Context: an optimization exercise on an open-source flow, tuned for small area. The choices shown serve that exercise and are no tape-out recipe.
Only simulation tests tie the RTL to the original design; equivalence was not proved.

==> job 2917 <==
Design sxp, start of the top module:
module sxp 
		(clk,
		 reset_b,
		 mem_inst,		 
		 spqa,			 
                 ext_ra,		 
		 ext_rb,		 
		 ext_result,		 
		 ext_cvnz,		 
                 halt,			 
                 int_req,		 
		 int_num,		 
		 int_rdy,		 
		 int_srv_req,		 
                 int_srv_num,		 
		 ext_alu_a,		 
		 ext_alu_b,		 
                 ext_inst,		 
		 ext_inst_vld,		 
		 ext_we,		 
 		 extr_addr,		 
		 extw_data,		 
                 extw_addr,		 
		 spl_addr,		 
		 spw_addr,		 
 		 spw_we,		 
		 spw_data,		 
		 mem_pc);
==> flow/config.mk <==
export PLATFORM = sky130hd
export DESIGN_NAME = sxp
export DESIGN_NICKNAME = sxp
export VERILOG_FILES = /design/flow/design.v
export SDC_FILE = /design/flow/constraint.sdc
export NUM_CORES = 4
export LEC_CHECK = 0
export CAP_MARGIN = 20
export CORE_MARGIN = 2
export CORE_UTILIZATION = 55
export PLACE_DENSITY = 0.65
export SLEW_MARGIN = 20
export SYNTH_HIERARCHICAL = 1
==> flow/constraint.sdc <==
create_clock -name core_clock -period 11.5 [get_ports {clk}]
set_input_delay 2.3000 -clock core_clock [delete_from_list [all_inputs] [get_ports {clk}]]
set_output_delay 2.3000 -clock core_clock [all_outputs]
set_load 0.01 [all_outputs]
standard.sh (not shown) runs the stock make flow with config.mk's settings and CLKGATE_MAP_FILE= SYNTH_SCRIPT=/design/flow/synth_recipe.tcl, a recipe that flattens the netlist after the stock synthesis.
==> flow/flow/run.sh <==
#!/bin/bash
# Standard layout, except:
#  - the port buffers buffer_ports inserts are the smallest plain buffer
#    (buf_1) instead of the delay cell it picks by default;
#  - clock tree synthesis clusters up to 16 sinks per leaf buffer, uses
#    clkbuf_8 and inserts no dummy loads.
set -euo pipefail
export BUFFER_PORTS_ARGS="-buffer_cell sky130_fd_sc_hd__buf_1"
export CTS_ARGS="-sink_clustering_enable -repair_clock_nets -sink_clustering_size 16 -sink_clustering_max_diameter 50 -buf_list {sky130_fd_sc_hd__clkbuf_8} -dont_use_dummy_load"
bash standard.sh > standard.log 2>&1
==> job 246 (differences from job 2917) <==
--- a/flow/design.v
+++ b/flow/design.v
@@ -296,12 +296,12 @@
           yb = {b[15:0], b[31:16]};
         end
       default: ;
     endcase
   end
-assign cvnz_a = {c_flag_a, v_flag_a, ya[31], 1'b 0};
-assign cvnz_b = {c_flag_b, v_flag_b, yb[31], 1'b 0};
+assign cvnz_a = {c_flag_a, v_flag_a, ya[31], ~|ya};
+assign cvnz_b = {c_flag_b, v_flag_b, yb[31], ~|yb};
 endmodule
 module mul32 (a, b, p);
 input [31:0] a;
 input [31:0] b;
 output [63:0] p;
@@ -2472,13 +2472,11 @@
 reg [31:0] spl_addr_3;
 reg [31:0] spl_data_3_wb;
 reg spl_hit_3_wb;		 
 reg [31:0] spl_data;
 wire stall_1_2;			 
-wire [31:0] wb_data;		 
-reg [31:0] wb_word;		 
-reg wb_zf;			 
+reg [31:0] wb_data;		 
 reg [31:0] wb_sel_3;		 
 reg  set_pc;
 wire flush_pipeline;		 
 wire stall_fetch;		 
 reg wec;			 
@@ -2826,15 +2824,15 @@
     case (wb_cfg_3) 
       4'b 0000 : wb_sel_3 = ya;
       4'b 0001 : wb_sel_3 = yb;
       4'b 0010 : wb_sel_3 = spl_data;
       4'b 0011 : wb_sel_3 = ext_result;
-      4'b 0100 : wb_sel_3 = ya;			 	 
+      4'b 0100 : wb_sel_3 = { {31{1'b 0}} , cvnz_a[0]}; 	 
       4'b 0101 : wb_sel_3 = { {31{1'b 0}} , cvnz_a[1]}; 	 
       4'b 0110 : wb_sel_3 = { {31{1'b 0}} , cvnz_a[2]}; 	 
       4'b 0111 : wb_sel_3 = { {31{1'b 0}} , cvnz_a[3]}; 	 
-      4'b 1000 : wb_sel_3 = yb;			 	 
+      4'b 1000 : wb_sel_3 = { {31{1'b 0}} , cvnz_b[0]}; 	 
       4'b 1001 : wb_sel_3 = { {31{1'b 0}} , cvnz_b[1]}; 	 
       4'b 1010 : wb_sel_3 = { {31{1'b 0}} , cvnz_b[2]}; 	 
       4'b 1011 : wb_sel_3 = { {31{1'b 0}} , cvnz_b[3]}; 	 
       4'b 1100 : wb_sel_3 = { {31{1'b 0}} , ext_cvnz[0]}; 	 
       4'b 1101 : wb_sel_3 = { {31{1'b 0}} , ext_cvnz[1]}; 	 
@@ -2844,12 +2842,11 @@
   end
 always @(posedge clk or negedge reset_b)
   begin
     if (!reset_b)
       begin
-        wb_word <= 'b 0;
-        wb_zf <= 'b 0;
+        wb_data <= 'b 0;
         yb_4 <= 'b 0; 
         inst_vld_4 <= 'b 0;
         dest_addr_4 <= 'b 0;
         dest_cfg_4 <= 'b 0;
 	pcn_4 <= 'b 0;
@@ -2864,23 +2861,21 @@
         if (!stall_4)
           begin
             inst_vld_4 <= inst_vld_3;
             if (inst_vld_3)			 
               begin
-                wb_word <= wb_sel_3;
-                wb_zf <= (wb_cfg_3 == 4'b 0100) || (wb_cfg_3 == 4'b 1000);
+                wb_data <= wb_sel_3;
                 yb_4 <= yb;		
                 dest_addr_4 <= dest_addr_3;
                 dest_cfg_4 <= dest_cfg_3;
 		pcn_4 <= pcn_3;
 	        cond_jump_4 <= cond_jump_3;
                 jz_4 <= jz_3; 
 		jal_4 <= jal_3;
               end
           end
   end
-assign wb_data = (wb_zf) ? { {31{1'b 0}} , ~|wb_word} : wb_word;
 always @(*)
   begin
     if (inst_vld_4)
       case (dest_cfg_4)
         2'b 00 : {wec, set_pc, spw_we, ext_we} = 4'b 1000;
==> flow/run.sh (new file) <==
#!/bin/bash
# synth_recipe.tcl (not shown) runs the flow's synth.tcl, then flattens the netlist and writes it again
# the make line also repeats each setting of config.mk as NAME=value (left out here)
make -C /OpenROAD-flow-scripts/flow DESIGN_CONFIG=/design/flow/config.mk WORK_HOME=/design/flow/orfs CLKGATE_MAP_FILE= SYNTH_SCRIPT=/design/flow/synth_recipe.tcl finish
removed: flow/flow/run.sh
removed: flow/standard.sh
==> job 8060 (differences from job 2917) <==
--- a/flow/design.v
+++ b/flow/design.v
@@ -296,12 +296,12 @@
           yb = {b[15:0], b[31:16]};
         end
       default: ;
     endcase
   end
-assign cvnz_a = {c_flag_a, v_flag_a, ya[31], 1'b 0};
-assign cvnz_b = {c_flag_b, v_flag_b, yb[31], 1'b 0};
+assign cvnz_a = {c_flag_a, v_flag_a, ya[31], ~|ya};
+assign cvnz_b = {c_flag_b, v_flag_b, yb[31], ~|yb};
 endmodule
 module mul32 (a, b, p);
 input [31:0] a;
 input [31:0] b;
 output [63:0] p;
@@ -2472,13 +2472,11 @@
 reg [31:0] spl_addr_3;
 reg [31:0] spl_data_3_wb;
 reg spl_hit_3_wb;		 
 reg [31:0] spl_data;
 wire stall_1_2;			 
-wire [31:0] wb_data;		 
-reg [31:0] wb_word;		 
-reg wb_zf;			 
+reg [31:0] wb_data;		 
 reg [31:0] wb_sel_3;		 
 reg  set_pc;
 wire flush_pipeline;		 
 wire stall_fetch;		 
 reg wec;			 
@@ -2826,15 +2824,15 @@
     case (wb_cfg_3) 
       4'b 0000 : wb_sel_3 = ya;
       4'b 0001 : wb_sel_3 = yb;
       4'b 0010 : wb_sel_3 = spl_data;
       4'b 0011 : wb_sel_3 = ext_result;
-      4'b 0100 : wb_sel_3 = ya;			 	 
+      4'b 0100 : wb_sel_3 = { {31{1'b 0}} , cvnz_a[0]}; 	 
       4'b 0101 : wb_sel_3 = { {31{1'b 0}} , cvnz_a[1]}; 	 
       4'b 0110 : wb_sel_3 = { {31{1'b 0}} , cvnz_a[2]}; 	 
       4'b 0111 : wb_sel_3 = { {31{1'b 0}} , cvnz_a[3]}; 	 
-      4'b 1000 : wb_sel_3 = yb;			 	 
+      4'b 1000 : wb_sel_3 = { {31{1'b 0}} , cvnz_b[0]}; 	 
       4'b 1001 : wb_sel_3 = { {31{1'b 0}} , cvnz_b[1]}; 	 
       4'b 1010 : wb_sel_3 = { {31{1'b 0}} , cvnz_b[2]}; 	 
       4'b 1011 : wb_sel_3 = { {31{1'b 0}} , cvnz_b[3]}; 	 
       4'b 1100 : wb_sel_3 = { {31{1'b 0}} , ext_cvnz[0]}; 	 
       4'b 1101 : wb_sel_3 = { {31{1'b 0}} , ext_cvnz[1]}; 	 
@@ -2844,12 +2842,11 @@
   end
 always @(posedge clk or negedge reset_b)
   begin
     if (!reset_b)
       begin
-        wb_word <= 'b 0;
-        wb_zf <= 'b 0;
+        wb_data <= 'b 0;
         yb_4 <= 'b 0; 
         inst_vld_4 <= 'b 0;
         dest_addr_4 <= 'b 0;
         dest_cfg_4 <= 'b 0;
 	pcn_4 <= 'b 0;
@@ -2864,23 +2861,21 @@
         if (!stall_4)
           begin
             inst_vld_4 <= inst_vld_3;
             if (inst_vld_3)			 
               begin
-                wb_word <= wb_sel_3;
-                wb_zf <= (wb_cfg_3 == 4'b 0100) || (wb_cfg_3 == 4'b 1000);
+                wb_data <= wb_sel_3;
                 yb_4 <= yb;		
                 dest_addr_4 <= dest_addr_3;
                 dest_cfg_4 <= dest_cfg_3;
 		pcn_4 <= pcn_3;
 	        cond_jump_4 <= cond_jump_3;
                 jz_4 <= jz_3; 
 		jal_4 <= jal_3;
               end
           end
   end
-assign wb_data = (wb_zf) ? { {31{1'b 0}} , ~|wb_word} : wb_word;
 always @(*)
   begin
     if (inst_vld_4)
       case (dest_cfg_4)
         2'b 00 : {wec, set_pc, spw_we, ext_we} = 4'b 1000;
==> flow/flow/run.sh (replaced) <==
#!/bin/bash
# Standard layout, except that the port buffers buffer_ports inserts are the
# smallest plain buffer (buf_1) instead of the delay cell it picks by default.
set -euo pipefail
export BUFFER_PORTS_ARGS="-buffer_cell sky130_fd_sc_hd__buf_1"
bash standard.sh > standard.log 2>&1
Settings changed: CTS_BUF_LIST set to sky130_fd_sc_hd__clkbuf_4 sky130_fd_sc_hd__clkbuf_8.
==> qor summary <==
quantity	job 2917	job 246	job 8060
Via count of the first global-routing pass	68200	68100	68900
Area growth from synthesis to final layout	5.34%	12.3%	8.64%
Number of instances in the synthesized netlist	7787	7639	7639
Placed Area	91100 um^2	93700 um^2	90400 um^2
Fillcell total	13400	12600	13000
Outcome	finished clean	finished clean	finished clean
Area fraction of clock buffers and clock inverters	1.62%	3.96%	4.24%
Multi-input gate share of total cell area	57.2%	53.3%	55.1%
Tapcells inserted	2072	2058	2058
Horizontal die dimension	404 um	402 um	402 um
Part of the cycle the worst path needs	83.6%	90.7%	93.3%
Routed WL	336000 um	340000 um	343000 um
Minimum setup slack after placement	1.97 ns	1.29 ns	0.882 ns
Arrival time at the worst endpoint	10.36 ns	11.11 ns	11.57 ns
Maximum number of pins on one net before global-route repair	86	148	196
Pin slew with the least headroom to its limit	1.27 ns	1.20 ns	1.34 ns
Post-layout minimum cycle time	9.61 ns	10.44 ns	10.73 ns
WHS	0.447 ns	0.461 ns	0.463 ns
Post-Syn Nets	9082	8934	8934

==> separate check: timing with driven ports <==
Ports are ideal in the flow. The routed layouts listed here were re-timed in OpenROAD.
Step 1 (the two cells are an assumption about what drives the block):
set clk [get_ports {clk}]
set_driving_cell -lib_cell sky130_fd_sc_hd__clkbuf_16 $clk
set_driving_cell -lib_cell sky130_fd_sc_hd__buf_2 [delete_from_list [all_inputs] $clk]
Step 2 also shifts input and output timing later by t, the mid clock arrival at the registers, as if the neighbouring blocks saw the same clock.
a / b / c = ideal / step 1 / step 2; a / b = the first two.
run	t, ns	slack for setup (ns)	worst register clock-pin slew, ns	worst data-port slew with drivers (ns)
job 2917	0.950	1.889 / 1.883 / 1.889	0.10 / 0.10	0.21
job 246	0.835	1.065 / 1.065 / 1.065	0.07 / 0.07	0.14
job 8060	0.987	0.768 / 0.768 / 0.768	0.08 / 0.08	0.14
After both steps every run listed still meets setup and hold.
